This is an optimization exercise on Yosys and OpenROAD, whose aim is small area, not a production implementation. At most, simulation tests tie the RTL to the original design; equivalence was not proved. For run 2, only the layout was checked, not whether the RTL still works. Power and IR drop assume default switching activity.

## flow/design.v (module list and top-level ports; edited modules follow where they fit)
// module top: 126 lines
// module srl_addr: 178 lines
// module fa: 4 lines
// module ha: 4 lines
// module srl_weights: 20 lines
// module srl_sum: 3659 lines
module top(
			clk, rst, data_in, data1, data2,
			lut_q_R0, lut_q_R1, lut_q_R2, lut_q_R3,
			lut_q_L0, lut_q_L1, lut_q_L2, lut_q_L3,
			lut_q_U0, lut_q_U1, lut_q_U2, lut_q_U3,
			lut_q_D0, lut_q_D1, lut_q_D2, lut_q_D3,
			out_valid,
			en,
			addr,
			out1, out2, out3, out4,
			addr1, addr2,
			lut_wen, lut_da, lut_db,
			lut_a_R0, lut_a_R1, lut_a_R2, lut_a_R3,
			lut_a_L0, lut_a_L1, lut_a_L2, lut_a_L3,
			lut_a_U0, lut_a_U1, lut_a_U2, lut_a_U3,
			lut_a_D0, lut_a_D1, lut_a_D2, lut_a_D3
			);
  // ...
==> flow/flow/run.sh <==
#!/bin/bash
# Standard layout, with the ports buffered by the smallest buffer and a
# clock tree built without dummy loads from mid-size clock buffers.
set -euo pipefail
export BUFFER_PORTS_ARGS="-buffer_cell sky130_fd_sc_hd__buf_1"
export CTS_ARGS="-sink_clustering_enable -repair_clock_nets -dont_use_dummy_load -buf_list {sky130_fd_sc_hd__clkbuf_8} -sink_clustering_size 20 -sink_clustering_max_diameter 60"
bash standard.sh > flow.log 2>&1
==> flow/standard.sh <==
#!/bin/bash
# synth_recipe.tcl (not shown) runs the flow's synth.tcl, then flattens the netlist and writes it again
# the make line also repeats each setting of config.mk as NAME=value (left out here)
make -C /OpenROAD-flow-scripts/flow DESIGN_CONFIG=/design/flow/config.mk WORK_HOME=/design/flow/orfs CLKGATE_MAP_FILE= SYNTH_SCRIPT=/design/flow/synth_recipe.tcl "${@:-finish}"
==> flow/config.mk <==
export PLATFORM = sky130hd
export DESIGN_NAME = top
export DESIGN_NICKNAME = top
export VERILOG_FILES = /design/flow/design.v
export SDC_FILE = /design/flow/constraint.sdc
export NUM_CORES = 4
export LEC_CHECK = 0
export CAP_MARGIN = 20
export CORE_MARGIN = 2
export CORE_UTILIZATION = 50
export SLEW_MARGIN = 20
export SYNTH_HIERARCHICAL = 1
export SYNTH_MINIMUM_KEEP_SIZE = 0
==> flow/constraint.sdc <==
create_clock -name core_clock -period 12.0 [get_ports {clk}]
set_input_delay 2.4000 -clock core_clock [delete_from_list [all_inputs] [get_ports {clk}]]
set_output_delay 2.4000 -clock core_clock [all_outputs]
set_load 0.01 [all_outputs]
==> impl_results.md, run 1 <==
* Inverters at 189
* Number of non-clock buffers at 1071
* Crit path top cell by count: fa_1
* Most common cell after layout, fill and taps aside: dfxtp_1
* Die ar. at 217000 sq um
* IO Port Bufs at 912
* Status: timing/DRC/antenna clean
* Routed wire per std cell at 27.6 um
* Multi-input gate share of total cell area at 0.309
* DR pass1 iterations at 9
* Buffers plus inverters on the worst setup path at 2
* Simple-gate portion of the synthesized area at 0.0432
* Final setup vio count at 0
* Max_cap viols at 0
* Seq/total area at 0.587
* CP Class: register to register
* Fin crit share at 0.961
* Vias in the first global route at 59100
* Vias/cell at 5.34
* DRT antenna net count at 0
* Post-synth EDFFs at 0
* DRC at 0
* M1 GR Usage at 0.387
* Asr flop ratio synth at 0
* Routed vias at 58300
* Area leader, netlist: dfxtp_1
* Clock insertion delay at the later pin of the skew report at 0.99 ns
==> module top, before the edit <==
module top(
			clk, rst, data_in, data1, data2,
			lut_q_R0, lut_q_R1, lut_q_R2, lut_q_R3,
			lut_q_L0, lut_q_L1, lut_q_L2, lut_q_L3,
			lut_q_U0, lut_q_U1, lut_q_U2, lut_q_U3,
			lut_q_D0, lut_q_D1, lut_q_D2, lut_q_D3,
			out_valid,
			en,
			addr,
			out1, out2, out3, out4,
			addr1, addr2,
			lut_wen, lut_da, lut_db,
			lut_a_R0, lut_a_R1, lut_a_R2, lut_a_R3,
			lut_a_L0, lut_a_L1, lut_a_L2, lut_a_L3,
			lut_a_U0, lut_a_U1, lut_a_U2, lut_a_U3,
			lut_a_D0, lut_a_D1, lut_a_D2, lut_a_D3
			);
input clk, rst;
input [7:0] data_in;
input [31:0] data1, data2;
output out_valid;
output en;
output [14:0] addr;
output reg signed [7:0] out1, out2, out3, out4;
output [11 :0] addr1, addr2;
input  [31:0] lut_q_R0, lut_q_R1, lut_q_R2, lut_q_R3;
input  [31:0] lut_q_L0, lut_q_L1, lut_q_L2, lut_q_L3;
input  [31:0] lut_q_U0, lut_q_U1, lut_q_U2, lut_q_U3;
input  [31:0] lut_q_D0, lut_q_D1, lut_q_D2, lut_q_D3;
output lut_wen;
output reg [31:0] lut_da, lut_db;
output [11:0] lut_a_R0, lut_a_R1, lut_a_R2, lut_a_R3;
output [11:0] lut_a_L0, lut_a_L1, lut_a_L2, lut_a_L3;
output [11:0] lut_a_U0, lut_a_U1, lut_a_U2, lut_a_U3;
output [11:0] lut_a_D0, lut_a_D1, lut_a_D2, lut_a_D3;
reg sr, sr_d;
reg [14:0] cnt;
reg [6:0] cmod;
wire load_end = (cnt[10:0] == 11'd1689);
always @(posedge clk) begin
	if (rst) begin
		sr <= 1'b0;
		sr_d <= 1'b0;
		cnt <= 15'd0;
		cmod <= 7'd0;
	end
	else begin
		sr <= sr | load_end;
		sr_d <= sr;
		if (sr_d) cnt <= cnt + 15'd1;
		else if (!sr) cnt <= load_end ? 15'd0 : cnt + 15'd1;
		if (sr_d) cmod <= (cmod == 7'd113) ? 7'd0 : cmod + 7'd1;
	end
end
assign lut_wen = sr;
assign addr = sr ? cnt : 15'd0;
assign addr1 = {(sr ? 11'd1689 : cnt[10:0]), 1'b0};
assign addr2 = {(sr ? 11'd1689 : cnt[10:0]), 1'b1};
assign en = sr & (|cnt[14:1]);
assign out_valid = sr & (cnt >= 15'd465) & ~((cmod >= 7'd5) & (cmod <= 7'd8));
always @(posedge clk) begin
	if (rst) begin
		lut_da <= 32'd0;
		lut_db <= 32'd0;
	end
	else begin
		lut_da <= data1;
		lut_db <= data2;
	end
end
reg [6:0] wdata;
reg [6:0] x1, x2;
reg [2:0] x3;
always @(posedge clk) begin
	wdata <= {data_in[7:4] - 4'd1, data_in[3:1]};
	x1 <= wdata;
	x2 <= x1;
	x3 <= x2[2:0];
end
reg [7*458-1:0] chain;
reg [2:0] chain_last;
always @(posedge clk) begin
	chain <= {chain[7*457-1:0], (en ? wdata : 7'b1111000)};
	chain_last <= chain[7*457 +: 3];
end
wire [7*459-1:0] taps = {4'b0, chain_last, chain};
wire [6:0] ctr = taps[7*(230)-1 -: 7];
wire [2:0] pctr = taps[7*(231)-5 -: 3];
reg [11:0] a225;
always @(*) begin
	case (ctr[6:3])
	4'd0: a225 = 12'd4081;     4'd1: a225 = 12'd210;   4'd2: a225 = 12'd435;   4'd3: a225 = 12'd660;
	4'd4: a225 = 12'd885;   4'd5: a225 = 12'd1110;  4'd6: a225 = 12'd1335;  4'd7: a225 = 12'd1560;
	4'd8: a225 = 12'd1785;  4'd9: a225 = 12'd2010;  4'd10: a225 = 12'd2235; 4'd11: a225 = 12'd2460;
	4'd12: a225 = 12'd2685; 4'd13: a225 = 12'd2910; 4'd14: a225 = 12'd3135; default: a225 = 12'd3360;
	endcase
end
wire [10:0] lbase = cnt[10:0] - 11'd2;
wire [11:0] A = sr ? a225 : {lbase, 1'b0};
srl_addr ad_R(.sr(sr), .A(A), .pb(taps[7*(229)-1 -: 7]), .pc(taps[7*(228)-1 -: 7]), .fx(ctr[2:0]),
	.o0(lut_a_R0), .o1(lut_a_R1), .o2(lut_a_R2), .o3(lut_a_R3));
srl_addr ad_L(.sr(sr), .A(A), .pb(taps[7*(231)-1 -: 7]), .pc(taps[7*(232)-1 -: 7]), .fx(ctr[2:0]),
	.o0(lut_a_L0), .o1(lut_a_L1), .o2(lut_a_L2), .o3(lut_a_L3));
srl_addr ad_U(.sr(sr), .A(A), .pb(taps[7*(344)-1 -: 7]), .pc(taps[7*(458)-1 -: 7]), .fx(ctr[2:0]),
	.o0(lut_a_U0), .o1(lut_a_U1), .o2(lut_a_U2), .o3(lut_a_U3));
srl_addr ad_D(.sr(sr), .A(A), .pb(taps[7*(116)-1 -: 7]), .pc(x2), .fx(ctr[2:0]),
	.o0(lut_a_D0), .o1(lut_a_D1), .o2(lut_a_D2), .o3(lut_a_D3));
wire [13:0] wR, wL, wU, wD;
srl_weights we_R(.fx(pctr), .fy(taps[7*(230)-5 -: 3]), .fz(taps[7*(229)-5 -: 3]), .w(wR));
srl_weights we_L(.fx(pctr), .fy(taps[7*(232)-5 -: 3]), .fz(taps[7*(233)-5 -: 3]), .w(wL));
srl_weights we_U(.fx(pctr), .fy(taps[7*(345)-5 -: 3]), .fz(taps[7*(459)-5 -: 3]), .w(wU));
srl_weights we_D(.fx(pctr), .fy(taps[7*(117)-5 -: 3]), .fz(x3), .w(wD));
wire [7:0] r1, r2, r3, r4;
srl_sum sum_i(
	.qR0(lut_q_R0), .qR1(lut_q_R1), .qR2(lut_q_R2), .qR3(lut_q_R3),
	.qL0(lut_q_L0), .qL1(lut_q_L1), .qL2(lut_q_L2), .qL3(lut_q_L3),
	.qU0(lut_q_U0), .qU1(lut_q_U1), .qU2(lut_q_U2), .qU3(lut_q_U3),
	.qD0(lut_q_D0), .qD1(lut_q_D1), .qD2(lut_q_D2), .qD3(lut_q_D3),
	.wR(wR), .wL(wL), .wU(wU), .wD(wD),
	.r1(r1), .r2(r2), .r3(r3), .r4(r4));
reg [7:0] p1, p2, p3, p4;
always @(posedge clk) begin
	p1 <= r1; p2 <= r2; p3 <= r3; p4 <= r4;
	out1 <= p1; out2 <= p2; out3 <= p3; out4 <= p4;
end
endmodule
==> run 2: changes to the inputs <==
--- a/flow/design.v
+++ b/flow/design.v
@@ -87,15 +87,19 @@
 wire [7*459-1:0] taps = {4'b0, chain_last, chain};
 wire [6:0] ctr = taps[7*(230)-1 -: 7];
 wire [2:0] pctr = taps[7*(231)-5 -: 3];
-reg [11:0] a225;
-always @(*) begin
-	case (ctr[6:3])
-	4'd0: a225 = 12'd4081;     4'd1: a225 = 12'd210;   4'd2: a225 = 12'd435;   4'd3: a225 = 12'd660;
-	4'd4: a225 = 12'd885;   4'd5: a225 = 12'd1110;  4'd6: a225 = 12'd1335;  4'd7: a225 = 12'd1560;
-	4'd8: a225 = 12'd1785;  4'd9: a225 = 12'd2010;  4'd10: a225 = 12'd2235; 4'd11: a225 = 12'd2460;
-	4'd12: a225 = 12'd2685; 4'd13: a225 = 12'd2910; 4'd14: a225 = 12'd3135; default: a225 = 12'd3360;
-	endcase
-end
+wire [11:0] a225;   
+assign a225[0] = (ctr[6:3] == 4'd0) | (ctr[6:3] == 4'd2) | (ctr[6:3] == 4'd4) | (ctr[6:3] == 4'd6) | (ctr[6:3] == 4'd8) | (ctr[6:3] == 4'd10) | (ctr[6:3] == 4'd12) | (ctr[6:3] == 4'd14);
+assign a225[1] = (ctr[6:3] == 4'd1) | (ctr[6:3] == 4'd2) | (ctr[6:3] == 4'd5) | (ctr[6:3] == 4'd6) | (ctr[6:3] == 4'd9) | (ctr[6:3] == 4'd10) | (ctr[6:3] == 4'd13) | (ctr[6:3] == 4'd14);
+assign a225[2] = (ctr[6:3] == 4'd3) | (ctr[6:3] == 4'd4) | (ctr[6:3] == 4'd5) | (ctr[6:3] == 4'd6) | (ctr[6:3] == 4'd11) | (ctr[6:3] == 4'd12) | (ctr[6:3] == 4'd13) | (ctr[6:3] == 4'd14);
+assign a225[3] = (ctr[6:3] == 4'd7) | (ctr[6:3] == 4'd8) | (ctr[6:3] == 4'd9) | (ctr[6:3] == 4'd10) | (ctr[6:3] == 4'd11) | (ctr[6:3] == 4'd12) | (ctr[6:3] == 4'd13) | (ctr[6:3] == 4'd14);
+assign a225[4] = (ctr[6:3] == 4'd0) | (ctr[6:3] == 4'd1) | (ctr[6:3] == 4'd2) | (ctr[6:3] == 4'd3) | (ctr[6:3] == 4'd4) | (ctr[6:3] == 4'd5) | (ctr[6:3] == 4'd6) | (ctr[6:3] == 4'd7) | (ctr[6:3] == 4'd8) | (ctr[6:3] == 4'd9) | (ctr[6:3] == 4'd10) | (ctr[6:3] == 4'd11) | (ctr[6:3] == 4'd12) | (ctr[6:3] == 4'd13) | (ctr[6:3] == 4'd14);
+assign a225[5] = (ctr[6:3] == 4'd0) | (ctr[6:3] == 4'd2) | (ctr[6:3] == 4'd4) | (ctr[6:3] == 4'd6) | (ctr[6:3] == 4'd8) | (ctr[6:3] == 4'd10) | (ctr[6:3] == 4'd12) | (ctr[6:3] == 4'd14) | (ctr[6:3] == 4'd15);
+assign a225[6] = (ctr[6:3] == 4'd0) | (ctr[6:3] == 4'd1) | (ctr[6:3] == 4'd4) | (ctr[6:3] == 4'd5) | (ctr[6:3] == 4'd8) | (ctr[6:3] == 4'd9) | (ctr[6:3] == 4'd12) | (ctr[6:3] == 4'd13);
+assign a225[7] = (ctr[6:3] == 4'd0) | (ctr[6:3] == 4'd1) | (ctr[6:3] == 4'd2) | (ctr[6:3] == 4'd3) | (ctr[6:3] == 4'd8) | (ctr[6:3] == 4'd9) | (ctr[6:3] == 4'd10) | (ctr[6:3] == 4'd11);
+assign a225[8] = (ctr[6:3] == 4'd0) | (ctr[6:3] == 4'd2) | (ctr[6:3] == 4'd4) | (ctr[6:3] == 4'd6) | (ctr[6:3] == 4'd9) | (ctr[6:3] == 4'd11) | (ctr[6:3] == 4'd13) | (ctr[6:3] == 4'd15);
+assign a225[9] = (ctr[6:3] == 4'd0) | (ctr[6:3] == 4'd3) | (ctr[6:3] == 4'd4) | (ctr[6:3] == 4'd7) | (ctr[6:3] == 4'd8) | (ctr[6:3] == 4'd9) | (ctr[6:3] == 4'd12) | (ctr[6:3] == 4'd13);
+assign a225[10] = (ctr[6:3] == 4'd0) | (ctr[6:3] == 4'd5) | (ctr[6:3] == 4'd6) | (ctr[6:3] == 4'd7) | (ctr[6:3] == 4'd8) | (ctr[6:3] == 4'd9) | (ctr[6:3] == 4'd14) | (ctr[6:3] == 4'd15);
+assign a225[11] = (ctr[6:3] == 4'd0) | (ctr[6:3] == 4'd10) | (ctr[6:3] == 4'd11) | (ctr[6:3] == 4'd12) | (ctr[6:3] == 4'd13) | (ctr[6:3] == 4'd14) | (ctr[6:3] == 4'd15);
 wire [10:0] lbase = cnt[10:0] - 11'd2;
 wire [11:0] A = sr ? a225 : {lbase, 1'b0};
 srl_addr ad_R(.sr(sr), .A(A), .pb(taps[7*(229)-1 -: 7]), .pc(taps[7*(228)-1 -: 7]), .fx(ctr[2:0]),
==> run 2 against run 1 <==
  * First-iteration DRC count increased by 7.6%
  * Global-route usage increased by 0.48 points
  * Utilization about the same
  * Area after synthesis decreased by 0.31%
  * Clock power about the same
  * Final cell count about the same
  * Power decreased by 0.38%
  * Worst hold slack got worse by 0.079 ns
  * Sequential cell count decreased by 12
  * Largest power group unchanged
  * Highest routed layer unchanged
==> impl_results.md, run 2 <==
* Fin crit share at 0.955 (was 0.961)
* Largest net degree at the start of global routing at 83 (was 80)
* CTS Sinks at 3385 (was 3397)
* Crit path top cell by count: fa_1 (unchanged)
* Slew Viols, Final at 0 (unchanged)
* Most common cell after layout, fill and taps aside: dfxtp_1 (unchanged)
* Area leader, netlist: dfxtp_1 (unchanged)
* Worst-case clock buffer depth at 3 (unchanged)
* Post-synthesis xor/xnor area fraction at 0.00593 (was 0.00608)
* Yosys reg bits at 3385 (was 3397)
* Gr usage total at 0.282 (was 0.277)
* Switching share of total power at 0.287 (was 0.289)
* Clock group share of total power at 0.214 (was 0.213)
* Avg Inst Size Synth at 14.8 sq um (about the same)
* Total Nets Final at 9832 (was 9839)
* Largest register FFs at 3206 (unchanged)
* Sequential area share after synthesis at 0.637 (about the same)
* Worst Hold End: chain[3138] (was chain[1343])
* Post-synth EDFFs at 0 (unchanged)
* Vias/cell at 5.33 (was 5.34)
* Clk_skew at 0.211 ns (was 0.155 ns)
* DRT antenna net count at 0 (unchanged)
* Worst r2r src: chain[1610] (was chain[1618])
* CTS tree: built (unchanged)
* Unique masters post-synth at 70 (was 72)
* Mux cell area share after synthesis at 0.0132 (was 0.0128)
* DR pass1 iterations at 7 (was 9)
* TNS Setup at 0 ns (unchanged)
* CP max stage delay at 1.06 ns (was 0.65 ns)
* Hold Path Cell Cnt at 0 (unchanged)
* RSZ-0062 raised after global routing: no (unchanged)
* Grt total ovfl at 0 (unchanged)
* Max_cap viols at 0 (unchanged)
* IO Port Bufs at 912 (unchanged)
* Commonest cells in the netlist: dfxtp_1 (3385), fa_1 (996), nand2_1 (565), a22oi_1 (525), buf_4 (221) (was dfxtp_1 (3397), fa_1 (996), nand2_1 (567), a22oi_1 (524), buf_4 (223))
* Post-synth design cell area at 106000 sq um (was 107000 sq um)
* Post-DP HPWL at 233 mm (was 230 mm)
* Routed wire per std cell at 27.9 um (was 27.6 um)
* Die Height at 465 um (was 466 um)
* H-tree Lvls at 4 (unchanged)
* Routability congestion estimate at 1.00 (about the same)
* Initial antenna violation count at 102 (was 120)
* Endpoint type of the worst setup path: register (unchanged)
* Flop pwr share at 0.542 (about the same)
* Synth Area in Compound Gates at 0.0597 (was 0.0591)
* Row Count at 169 (unchanged)
* Worst path required time at 12.80 ns (was 12.71 ns)
* Die ar. at 216000 sq um (was 217000 sq um)
* Postcts setup bufs at 0 (unchanged)
* Clock insertion delay at the later pin of the skew report at 1.00 ns (was 0.99 ns)
* Post-Layout Cell Count at 10900 (about the same)
* Final setup vio count at 0 (unchanged)
* Net switching power at 6050 uW (was 6110 uW)
* Share of cells above drive strength 1 at 0.0612 (was 0.0599)
* Yosys warns at 7 (unchanged)
* Simple-gate portion of the synthesized area at 0.0427 (was 0.0432)
* Boundary Pins at 916 (unchanged)
* Slowest-stage cell, CP: dfxtp_1 (was xnor3_2)
* R2R setup slack at 0.54 ns (was 0.46 ns)
* Hold WC Path Type: register to register (unchanged)
* Vias in the first global route at 59600 (was 59100)
* PD cells at 182 nW/um^2 (was 183 nW/um^2)
* Design Area, Final at 116000 sq um (about the same)
* Gate Count Post-Synth at 7174 (was 7188)
* Pint at 15000 uW (about the same)
* Placed cell count at 10700 (about the same)
* Routed vias at 58200 (was 58300)
* Cell area after placement at 113000 sq um (about the same)
* Largest registers: chain (3206), lut_da (32), lut_db (32) (unchanged)
* Largest cells by area after synthesis: dfxtp_1 (64%), fa_1 (19%), a22oi_1 (3.7%) (unchanged)
* Main combinational cell family by area after synthesis: adder cells (unchanged)
* Slew HR at 0.269 (was 0.278)
* Synth Area in Adders at 0.211 (about the same)
* Synth top area share at 0.637 (about the same)
* Combinational Power Share at 0.243 (was 0.245)
* DRC at 0 (unchanged)
* Initial core utilization at 0.502 (was 0.503)
* Die W at 465 um (was 466 um)
* CP Class: register to register (unchanged)
* Total CTS buffers at 200 (unchanged)
* First-pass GRT wire length at 434 mm (was 428 mm)
* Most common cell in the netlist: dfxtp_1 (unchanged)
* Maximum VDD drop at 238 uV (was 233 uV)
* Actual slew at the worst max-slew pin at 1.09 ns (was 1.08 ns)
* CTS clk-pin slew, worst paths at 0.11 ns (about the same)
* LEAKAGE at 0.0419 uW (was 0.0420 uW)
* Most frequent cells in the layout: dfxtp_1 (3383), fa_1 (996), buf_1 (911), nand2_1 (553), a22oi_1 (525) (was dfxtp_1 (3393), fa_1 (996), buf_1 (911), nand2_1 (555), a22oi_1 (524))
* 1st-iter DRT viols at 5904 (was 5488)
* Shortest period the worst path allows at 11.46 ns (was 11.54 ns)
* Worst-path maximum fanout at 23 (was 10)
* Status: timing/DRC/antenna clean (unchanged)
* Core Area at 212000 sq um (about the same)
* Worst reg2reg endpoint: p4[2] (was p3[2])
* Asr flop ratio synth at 0 (unchanged)
* Top FF cell, synth: dfxtp_1 (unchanged)
* Startpoint Class: register (unchanged)
* Worst reg2reg path depth at 30 (was 31)
* Top reg by flops: chain (unchanged)
* Fin. Hold Viols at 0 (unchanged)
* Crit path DAT at 12.27 ns (was 12.25 ns)
* WL final at 305 mm (was 302 mm)
* CTS root buf: clkbuf_8 (unchanged)
* Fmax at 87.2 MHz (was 86.7 MHz)
* Min-Delay Startpoint: chain[3131] (was chain[1336])
* Area grow syn2layout at 8.79% (was 8.58%)
run 2: power groups by stage:
stage                     registers (uW)  logic (uW)  clock network, uW
final                              11400        5130               4510
after global placement             11700        5060                  0
after global routing               11400        5770               5130
after detailed placement           11700        5100                  0
after floorplan                    11700        3690                  0
after CTS                          11400        5150               4730
run 2: worst max-delay path by stage:
stage                 from     to  slack (ns)  cells after the start
6_report       chain[1610]  p4[2]        0.54                     30
5_1_grt        chain[1612]  p1[5]        0.18                     34
4_1_cts        chain[1612]  p4[2]        0.38                     33
3_5_place_dp   chain[1612]  p4[2]        0.29                     33
3_3_place_gp   chain[1612]  p4[2]        0.49                     33
2_1_floorplan  chain[1612]  p3[2]        1.56                     33
run 2: modules after synthesis, one instance, submodules excluded:
| module | cells inside | flip-flops and latches | area [sq um] |
|---|---|---|---|
| srl_addr | 102 | 0 | 726 |
| fa | 1 | 0 | 20.0 |
| top | 3733 | 3385 | 69900 |
| srl_sum | 1625 | 0 | 9880 |
| ha | 1 | 0 | 12.5 |
| srl_weights | 81 | 0 | 679 |
run 2: cells by family after synthesis:
| kind of cell | after synthesis |
|---|---|
| adder cells (fa/ha/maj) | 1193 |
| multiplexers | 140 |
| AO/OA/AOI/OAI | 827 |
| buffers and inverters | 620 |
| flip-flops | 3385 |
| other | 3 |
| XOR/XNOR | 52 |
| AND/OR/NAND/NOR | 954 |
run 2: layer usage:
layer / GRT usage / routed length [um] / vias up
li1: - / - / 25000
met1: 0.400 / 134000 / 29400
met2: 0.411 / 131000 / 3014
met3: 0.0735 / 27000 / 786
met4: 0.118 / 13500 / 38
met5: 0 / 223 / -
run 2: through the flow:
stage | hold WS [ns] | utilization | total power [uW] | setup WS (ns)
after floorplan | 0.310 | - | 15400 | 1.56
after global placement | 0.310 | 0.533 | 16700 | 0.492
after detailed placement | 0.312 | 0.533 | 16800 | 0.292
after CTS | 0.117 | 0.546 | 21300 | 0.381
after global routing | 0.101 | 0.546 | 22300 | 0.181
final | 0.140 | 0.547 | 21100 | 0.538
run 2: critical path: cells and delay by family, from the launching register on:
family	cells	cell delay (ns)
xor gates and xnor gates	3	0.95
adders and majority gates	16	6.73
buffers and inverters	2	0.21
DFF	1	1.06
and+or+nand+nor	4	0.78
AOI/OAI and AO/OA	5	1.61
run 2: area by class of cell:
type                            instances  area [sq um]
Inverter                              190           713
Multi-Input combinational cell       3188         35700
Timing Repair Buffer                 1088          5110
Fill cell                           17700         96000
Sequential cell                      3385         67800
Clock buffer                          200          2750
Antenna cell                           60           150
Tap cell                             2821          3530
run 2: repair_timing:
| item | CTS | global route |
|---|---|---|
| resized for setup | 0 | 1 |
| endpoints found under the hold margin | 0 | 0 |
| setup endpoints to repair | 0 | 4 |
| hold buffers | 0 | 0 |
==> run 3: changes to the inputs <==
--- a/flow/design.v
+++ b/flow/design.v
@@ -70,18 +70,13 @@
 	end
 end
 reg [6:0] wdata;
-reg [6:0] x1, x2;
-reg [2:0] x3;
-always @(posedge clk) begin
+always @(posedge clk)
 	wdata <= {data_in[7:4] - 4'd1, data_in[3:1]};
-	x1 <= wdata;
-	x2 <= x1;
-	x3 <= x2[2:0];
-end
 reg [7*458-1:0] chain;
 reg [2:0] chain_last;
+wire en_2 = sr & (|cnt[14:2]);   
 always @(posedge clk) begin
-	chain <= {chain[7*457-1:0], (en ? wdata : 7'b1111000)};
+	chain <= {chain[7*457-1:14], (en_2 ? chain[13:7] : 7'b1111000), chain[6:0], wdata};
 	chain_last <= chain[7*457 +: 3];
 end
 wire [7*459-1:0] taps = {4'b0, chain_last, chain};
@@ -108,13 +103,13 @@
 	.o0(lut_a_L0), .o1(lut_a_L1), .o2(lut_a_L2), .o3(lut_a_L3));
 srl_addr ad_U(.sr(sr), .A(A), .pb(taps[7*(344)-1 -: 7]), .pc(taps[7*(458)-1 -: 7]), .fx(ctr[2:0]),
 	.o0(lut_a_U0), .o1(lut_a_U1), .o2(lut_a_U2), .o3(lut_a_U3));
-srl_addr ad_D(.sr(sr), .A(A), .pb(taps[7*(116)-1 -: 7]), .pc(x2), .fx(ctr[2:0]),
+srl_addr ad_D(.sr(sr), .A(A), .pb(taps[7*(116)-1 -: 7]), .pc(taps[7*(2)-1 -: 7]), .fx(ctr[2:0]),
 	.o0(lut_a_D0), .o1(lut_a_D1), .o2(lut_a_D2), .o3(lut_a_D3));
 wire [13:0] wR, wL, wU, wD;
 srl_weights we_R(.fx(pctr), .fy(taps[7*(230)-5 -: 3]), .fz(taps[7*(229)-5 -: 3]), .w(wR));
 srl_weights we_L(.fx(pctr), .fy(taps[7*(232)-5 -: 3]), .fz(taps[7*(233)-5 -: 3]), .w(wL));
 srl_weights we_U(.fx(pctr), .fy(taps[7*(345)-5 -: 3]), .fz(taps[7*(459)-5 -: 3]), .w(wU));
-srl_weights we_D(.fx(pctr), .fy(taps[7*(117)-5 -: 3]), .fz(x3), .w(wD));
+srl_weights we_D(.fx(pctr), .fy(taps[7*(117)-5 -: 3]), .fz(taps[7*(3)-5 -: 3]), .w(wD));
 wire [7:0] r1, r2, r3, r4;
 srl_sum sum_i(
 	.qR0(lut_q_R0), .qR1(lut_q_R1), .qR2(lut_q_R2), .qR3(lut_q_R3),
--- a/flow/config.mk
+++ b/flow/config.mk
@@ -5,6 +5,7 @@
 export SDC_FILE = /design/flow/constraint.sdc
 export NUM_CORES = 4
 export LEC_CHECK = 0
+export ABC_AREA = 1
 export CAP_MARGIN = 20
 export CORE_MARGIN = 2
 export CORE_UTILIZATION = 50
==> run 3 against run 2 <==
  * Utilization fell by 0.48 points
  * Highest routed layer unchanged
  * Power grew 45%
  * Sequential cell count down 17
  * Synthesized cell count is 24% higher
  * Critical path type unchanged
  * Clock-buffer cell count shrank 5
  * Register-to-register slack improved by 0.03 ns
  * First-iteration DRC count increased by 6.4%
  * Largest cell class unchanged
==> impl_results.md, run 3 <==
* Routed vias at 64700 (was 58200)
* Slew HR at 0.245 (was 0.269)
* Crit path max-delay family: adder cells (unchanged)
* Endpoint type of the worst setup path: register (unchanged)
* Postcts setup bufs at 0 (unchanged)
* Post-DP HPWL at 261 mm (was 233 mm)
* First-pass GRT wire length at 469 mm (was 434 mm)
* TNS Setup at 0 ns (unchanged)
* Worst path required time at 12.72 ns (was 12.80 ns)
* Largest net degree at the start of global routing at 83 (unchanged)
* Post-Layout Cell Count at 12700 (was 10900)
* Initial core utilization at 0.503 (was 0.502)
* # resized after CTS at 0 (unchanged)
* Final Core Density at 0.542 (was 0.547)
* Startpoint Class: register (unchanged)
* CP Class: register to register (unchanged)
* Crit path DAT at 12.15 ns (was 12.27 ns)
* Gate Count Post-Synth at 8903 (was 7174)
* Post-synth EDFFs at 0 (unchanged)
* Shortest period the worst path allows at 11.43 ns (was 11.46 ns)
* Die W at 474 um (was 465 um)
* Filler cells at 19000 (was 17700)
* Clk_skew at 0.147 ns (was 0.211 ns)
* Commonest cells in the netlist: dfxtp_1 (3368), nand2_1 (1316), inv_1 (1015), fa_1 (996), o21ai_0 (325) (was dfxtp_1 (3385), fa_1 (996), nand2_1 (565), a22oi_1 (525), buf_4 (221))
* Hold WC Path Type: register to register (unchanged)
* Clock insertion delay at the later pin of the skew report at 0.99 ns (was 1.00 ns)
* Initial antenna violation count at 160 (was 102)
* DR pass1 iterations at 8 (was 7)
* Final Total Pwr at 30500 uW (was 21100 uW)
* Synth top area share at 0.611 (was 0.637)
* Total CTS buffers at 195 (was 200)
* Asr flop ratio synth at 0 (unchanged)
* Routed wire per std cell at 26.4 um (was 27.9 um)
* Fmax at 87.5 MHz (was 87.2 MHz)
* Most common cell after layout, fill and taps aside: dfxtp_1 (unchanged)
* H-tree Lvls at 4 (unchanged)
* IO Port Bufs at 912 (unchanged)
* Largest registers: chain (3206), lut_da (32), lut_db (32) (unchanged)
* Worst-case clock buffer depth at 3 (unchanged)
* Area grow syn2layout at 7.81% (was 8.79%)
* Row Count at 172 (was 169)
* Yosys warns at 7 (unchanged)
* Top reg by flops: chain (unchanged)
* Max_cap viols at 0 (unchanged)
* Actual slew at the worst max-slew pin at 1.13 ns (was 1.09 ns)
* Fin. Hold Viols at 0 (unchanged)
* CP max stage delay at 0.63 ns (was 1.06 ns)
* Crit path top cell by count: fa_1 (unchanged)
* Share of cells above drive strength 1 at 0.0615 (was 0.0612)
* Die Height at 474 um (was 465 um)
* Slowest-stage cell, CP: nand2_2 (was dfxtp_1)
* Total Nets Final at 11500 (was 9832)
* Gr usage total at 0.298 (was 0.282)
* Fin crit share at 0.953 (was 0.955)
* Vias/cell at 5.10 (was 5.33)
* Placed cell count at 12400 (was 10700)
* Routability congestion estimate at 1.02 (was 1.00)
* DRC at 0 (unchanged)
* Status: timing/DRC/antenna clean (unchanged)
* Core Area at 220000 sq um (was 212000 sq um)
* Final setup vio count at 0 (unchanged)
* Area leader, netlist: dfxtp_1 (unchanged)
* Largest cells by area after synthesis: dfxtp_1 (61%), fa_1 (18%), nand2_1 (4.5%) (was dfxtp_1 (64%), fa_1 (19%), a22oi_1 (3.7%))
* CTS Sinks at 3368 (was 3385)
* Boundary Pins at 916 (unchanged)
* CTS Hold Bufs at 0 (unchanged)
* WL final at 335 mm (was 305 mm)
* RSZ-0062 raised after global routing: no (unchanged)
* Most common cell in the netlist: dfxtp_1 (unchanged)
* CTS root buf: clkbuf_8 (unchanged)
* Buffers plus inverters on the worst setup path at 3 (was 2)
* Unique masters post-synth at 47 (was 70)
* DRT antenna net count at 0 (unchanged)
* Maximum VDD drop at 630 uV (was 238 uV)
* Sequential area share after synthesis at 0.611 (was 0.637)
* Largest register FFs at 3206 (unchanged)
* LEAKAGE at 0.0479 uW (was 0.0419 uW)
* Avg Inst Size Synth at 12.4 sq um (was 14.8 sq um)
* CTS tree: built (unchanged)
* Die ar. at 224000 sq um (was 216000 sq um)
* Worst-path maximum fanout at 20 (was 23)
* CTS clk-pin slew, worst paths at 0.11 ns (about the same)
* Top FF cell, synth: dfxtp_1 (unchanged)
* Grt total ovfl at 0 (unchanged)
* Yosys reg bits at 3368 (was 3385)
* Slew Viols, Final at 0 (unchanged)
* Most frequent cells in the layout: dfxtp_1 (3367), nand2_1 (1305), inv_1 (1004), fa_1 (996), buf_1 (911) (was dfxtp_1 (3383), fa_1 (996), buf_1 (911), nand2_1 (553), a22oi_1 (525))
* Vias in the first global route at 64500 (was 59600)
* Post-synth design cell area at 110000 sq um (was 106000 sq um)
* 1st-iter DRT viols at 6279 (was 5904)
* PD cells at 256 nW/um^2 (was 182 nW/um^2)
## run 3: cell count changes after synthesis, moves of 144 or more
cell / previous run / this run
a22oi_1: 525 / 0
o21ai_0: 18 / 325
nor2_1: 68 / 212
nand3_1: 17 / 208
nand2_1: 565 / 1316
inv_1: 190 / 1015
o22ai_1: 16 / 227
## run 3: routing by layer
layer | global-route usage | share of wire
met3 | 0.113 | 0.11
met5 | 0 | 0.0016
met1 | 0.414 | 0.43
met2 | 0.415 | 0.41
met4 | 0.127 | 0.047
## run 3: kinds of logic (layout without fill, tap and decap cells)
group,after synthesis,after routing,synth area share
other,3,95,0.000102
adders and majority gates,1193,1193,0.203
and+or+nand+nor,1990,1990,0.0791
buffers and inverters,1502,2331,0.0610
DFF,3368,3368,0.611
AOI/OAI and AO/OA,811,811,0.0418
xor gates and xnor gates,36,36,0.00367
## run 3: worst register-to-register path, delay by kind of cell (launching register included)
family	cells	cell delay [ns]
XOR/XNOR	2	0.65
flip-flops	1	0.44
AND/OR/NAND/NOR	11	1.86
buffers and inverters	3	0.81
AO/OA/AOI/OAI	3	0.60
adder cells (fa/ha/maj)	16	6.91
## run 3: layout make-up
type | instances | area (sq um) | area share
clock buffer | 195 | 2680 | 0.0226
timing repair buffer | 1059 | 4680 | 0.0393
multi-input combinational | 4052 | 36300 | 0.305
inverter | 1077 | 4080 | 0.0343
antenna | 73 | 183 | 0.00154
tap | 2871 | 3590 | 0.0302
sequential | 3368 | 67400 | 0.567
## run 3: report_power, final
group | total (uW) | internal [uW] | switching, uW
clock | 4420 | 1460 | 2960
sequential | 11500 | 11400 | 43.5
combinational | 14600 | 5660 | 8930
total | 30500 | 18600 | 11900
## run 3: worst paths after layout
| kind | from | endpoint | slack, ns | depth (start not counted) |
|---|---|---|---|---|
| setup / recovery | chain[1611] | p1[4] | 0.57 | 35 |
| hold / removal | chain[1244] | chain[1251] | 0.22 | 0 |
| setup reg to reg | chain[1611] | p1[4] | 0.57 | 35 |
| hold reg to reg | chain[1244] | chain[1251] | 0.22 | 0 |
## run 3: stage by stage
stage	instance area (sq um)	worst slack (ns)	hold slack (ns)
floorplan	110000	2.10	0.310
global placement	116000	0.763	0.310
detailed placement	116000	0.667	0.312
CTS	119000	0.682	0.209
global route	119000	0.256	0.210
finish	119000	0.568	0.224
## run 3: per-module statistics from Yosys (local to each module, per instance)
module / copies in the design / flops+latches
fa: 988 / 0
ha: 96 / 0
top: 1 / 3368
srl_weights: 4 / 0
srl_addr: 4 / 0
srl_sum: 1 / 0
==> run 4: changes to the inputs <==
--- a/flow/config.mk
+++ b/flow/config.mk
@@ -5,7 +5,6 @@
 export SDC_FILE = /design/flow/constraint.sdc
 export NUM_CORES = 4
 export LEC_CHECK = 0
-export ABC_AREA = 1
 export CAP_MARGIN = 20
 export CORE_MARGIN = 2
 export CORE_UTILIZATION = 50
==> run 4 against run 3 <==
  * Die area down 3.9%
  * Still clean
  * Clock power up 2%
  * Largest cell class unchanged
  * Cell area shrank 3.3%
==> impl_results.md, run 4 <==
* Top FF cell, synth: dfxtp_1 (unchanged)
* Die Height at 464 um (was 474 um)
* Die W at 464 um (was 474 um)
* Fin. Hold Viols at 0 (unchanged)
* Gr usage total at 0.280 (was 0.298)
* PD cells at 178 nW/um^2 (was 256 nW/um^2)
* Share of cells above drive strength 1 at 0.0584 (was 0.0615)
* First-pass GRT wire length at 428 mm (was 469 mm)
* Hold Path Cell Cnt at 0 (unchanged)
* CTS clk-pin slew, worst paths at 0.11 ns (about the same)
* Worst-case clock buffer depth at 3 (unchanged)
* Routed wire per std cell at 27.8 um (was 26.4 um)
* Total Nets Final at 9784 (was 11500)
* Synth Area in Compound Gates at 0.0592 (was 0.0418)
* Total CTS buffers at 201 (was 195)
* CTS Sinks at 3368 (unchanged)
* Fmax at 85.9 MHz (was 87.5 MHz)
* Clock insertion delay at the later pin of the skew report at 1.00 ns (was 0.99 ns)
* WL final at 304 mm (was 335 mm)
* Gate Count Post-Synth at 7152 (was 8903)
* Max_cap viols at 0 (unchanged)
* Final Total Pwr at 20400 uW (was 30500 uW)
* Mux cell area share after synthesis at 0.0134 (was 0)
* Vias in the first global route at 58400 (was 64500)
* Fin crit share at 0.970 (was 0.953)
* Boundary Pins at 916 (unchanged)
* Pre-CTS setup slack at 0.327 ns (was 0.667 ns)
* LEAKAGE at 0.0418 uW (was 0.0479 uW)
* Most frequent cells in the layout: dfxtp_1 (3367), fa_1 (996), buf_1 (911), nand2_1 (554), a22oi_1 (524) (was dfxtp_1 (3367), nand2_1 (1305), inv_1 (1004), fa_1 (996), buf_1 (911))
* Largest cells by area after synthesis: dfxtp_1 (64%), fa_1 (19%), a22oi_1 (3.7%) (was dfxtp_1 (61%), fa_1 (18%), nand2_1 (4.5%))
* Placed cell count at 10600 (was 12400)
* Hold WC Path Type: register to register (unchanged)
* Maximum VDD drop at 294 uV (was 630 uV)
* CP Class: register to register (unchanged)
* Worst Slack Setup Final at 0.361 ns (was 0.568 ns)
* Crit path top cell by count: fa_1 (unchanged)
* Unique masters post-synth at 67 (was 47)
* Asr flop ratio synth at 0 (unchanged)
* Synth top area share at 0.636 (was 0.611)
* Die ar. at 216000 sq um (was 224000 sq um)
* Most common cell after layout, fill and taps aside: dfxtp_1 (unchanged)
* Slowest-stage cell, CP: xnor3_2 (was nand2_2)
* Yosys warns at 7 (unchanged)
* Core Area at 210000 sq um (was 220000 sq um)
* Synth Area in Adders at 0.211 (was 0.203)
* Post-DP HPWL at 238 mm (was 261 mm)
* CTS tree: built (unchanged)
* Largest net degree at the start of global routing at 82 (was 83)
* DRT antenna net count at 0 (unchanged)
* Hold Slack at 0.246 ns (was 0.224 ns)
* Row Count at 168 (was 172)
* RSZ-0062 raised after global routing: no (unchanged)
* Worst reg2reg path depth at 32 (was 35)
* Slew HR at 0.281 (was 0.245)
* Actual slew at the worst max-slew pin at 1.08 ns (was 1.13 ns)
* Crit path DAT at 12.46 ns (was 12.15 ns)
* TNS Setup at 0 ns (unchanged)
* Commonest cells in the netlist: dfxtp_1 (3368), fa_1 (996), nand2_1 (565), a22oi_1 (524), buf_4 (221) (was dfxtp_1 (3368), nand2_1 (1316), inv_1 (1015), fa_1 (996), o21ai_0 (325))
* Stages on worst setup path at 32 (was 35)
* Shortest period the worst path allows at 11.64 ns (was 11.43 ns)
* Largest registers: chain (3206), lut_da (32), lut_db (32) (unchanged)
* Post-Layout Cell Count at 10900 (was 12700)
* Top reg by flops: chain (unchanged)
* CP max stage delay at 0.70 ns (was 0.63 ns)
* Final setup vio count at 0 (unchanged)
* Area grow syn2layout at 8.54% (was 7.81%)
* Post-synth EDFFs at 0 (unchanged)
* Crit path max-delay family: adder cells (unchanged)
* CTS root buf: clkbuf_8 (unchanged)
* Main combinational cell family by area after synthesis: adder cells (unchanged)
* Simple-gate portion of the synthesized area at 0.0428 (was 0.0791)
* Sequential area share after synthesis at 0.636 (was 0.611)
* Initial core utilization at 0.504 (was 0.503)
* DRC at 0 (unchanged)
* H-tree Lvls at 4 (unchanged)
* Worst-path maximum fanout at 15 (was 20)
* CTS Hold Bufs at 0 (unchanged)
* Filler cells at 17700 (was 19000)
* Initial antenna violation count at 193 (was 160)
* DR pass1 iterations at 6 (was 8)
* Worst path required time at 12.82 ns (was 12.72 ns)
* Buffers plus inverters on the worst setup path at 3 (unchanged)
* Slew Viols, Final at 0 (unchanged)
* Routed vias at 57700 (was 64700)
* Status: timing/DRC/antenna clean (unchanged)
* Most common cell in the netlist: dfxtp_1 (unchanged)
* Endpoint type of the worst setup path: register (unchanged)
* Yosys reg bits at 3368 (unchanged)
* Grt total ovfl at 0 (unchanged)
* IO Port Bufs at 912 (unchanged)
* Largest register FFs at 3206 (unchanged)
* Clk_skew at 0.105 ns (was 0.147 ns)
* Routability congestion estimate at 0.976 (was 1.02)
* Vias/cell at 5.28 (was 5.10)
* 1st-iter DRT viols at 5640 (was 6279)
* Post-synth design cell area at 106000 sq um (was 110000 sq um)
* Area leader, netlist: dfxtp_1 (unchanged)
* Post-synthesis xor/xnor area fraction at 0.00620 (was 0.00367)
* Startpoint Class: register (unchanged)
* Avg Inst Size Synth at 14.8 sq um (was 12.4 sq um)
-- run 4: cell count changes in the layout (fill, tap and decap cells not counted), moves of 63 or more --
| cell | delta |
|---|---|
| inv_1 | -820 |
| nand2_1 | -751 |
| a22oi_1 | +524 |
| o21ai_0 | -308 |
| o22ai_1 | -210 |
| nand3_1 | -193 |
| mux2i_1 | +137 |
| nor2_1 | -136 |
| o21ai_1 | -136 |
| a221oi_1 | +112 |
| nor2b_1 | +80 |
| nor3_1 | -63 |
-- run 4: per-stage QoR --
step                utilization  area (sq um)
floorplan                     -        106000
global placement          0.533        112000
detailed placement        0.533        112000
CTS                       0.546        115000
global route              0.547        115000
finish                    0.547        115000
-- run 4: layout make-up --
type / count / area, sq um / share of cell area
multi-input combinational: 3182 / 35600 / 0.310
clock buffer: 201 / 2770 / 0.0241
inverter: 193 / 724 / 0.00630
antenna: 108 / 270 / 0.00235
timing repair buffer: 1059 / 4700 / 0.0409
sequential: 3368 / 67400 / 0.586
tap: 2805 / 3510 / 0.0305
-- run 4: metal layers --
layer  track usage  vias up  part of all wire
li1              -    24900                 -
met4         0.111       74             0.040
met1         0.388    29100              0.43
met3        0.0944      720             0.099
met5       0.00290        -            0.0020
met2         0.405     2848              0.43
-- run 4: logic make-up after synthesis --
group           count (synthesis)
compound gates                816
xor+xnor                       55
fa+ha+maj                    1193
buf+inv                       621
flops                        3368
mux                           141
other cells                     3
simple gates                  955
-- run 4: per-module statistics from Yosys, one instance, submodules excluded --
| module | flip-flops and latches | area [sq um] |
|---|---|---|
| top | 3368 | 69500 |
| srl_sum | 0 | 9880 |
| srl_addr | 0 | 726 |
| srl_weights | 0 | 679 |
| fa | 0 | 20.0 |
| ha | 0 | 12.5 |
-- run 4: repair_timing --
item | in CTS | in global routing
buffers inserted | 0 | 0
endpoints found under the setup margin | 0 | 17
gates resized for setup | 0 | 2
-- run 4: power breakdown --
group / total, uW / internal (uW) / switching (uW)
Clock: 4530 / 1500 / 3030
Sequential: 11300 / 11300 / 43.1
Combinational: 4570 / 1790 / 2770
Total: 20400 / 14600 / 5850
-- run 4: final timing paths --
check | start | to | slack, ns
max | chain[1625] | p2[2] | 0.36
min | chain[2085] | chain[2092] | 0.25
max reg2reg | chain[1625] | p2[2] | 0.36
min reg2reg | chain[2085] | chain[2092] | 0.25

-- port drivers added, routing unchanged --
In the flow no input, the clock included, has a driving cell. The finished layouts below were timed again as built, in two steps.
Step 1, drivers: a clkbuf_16 drives clk and a buf_2 each remaining input, both assumed.
Step 2 also shifts input and output timing later by t, the mid clock arrival at the registers, as if the neighbouring blocks saw the same clock.
a / b / c = no drivers / after step 1 / after step 2; a / b = the first two.
run	shift t [ns]	setup WS [ns]	worst register clock-pin slew, ns	worst slew at a driven data input, ns
run 1	0.985	0.463 / 0.463 / 0.463	0.12 / 0.12	0.38
run 2	0.982	0.538 / 0.538 / 0.538	0.12 / 0.12	0.24
run 3	0.998	0.568 / 0.568 / 0.568	0.12 / 0.12	0.31
run 4	1.021	0.361 / 0.361 / 0.361	0.12 / 0.12	0.29
After both steps setup and hold are still met in every run listed.
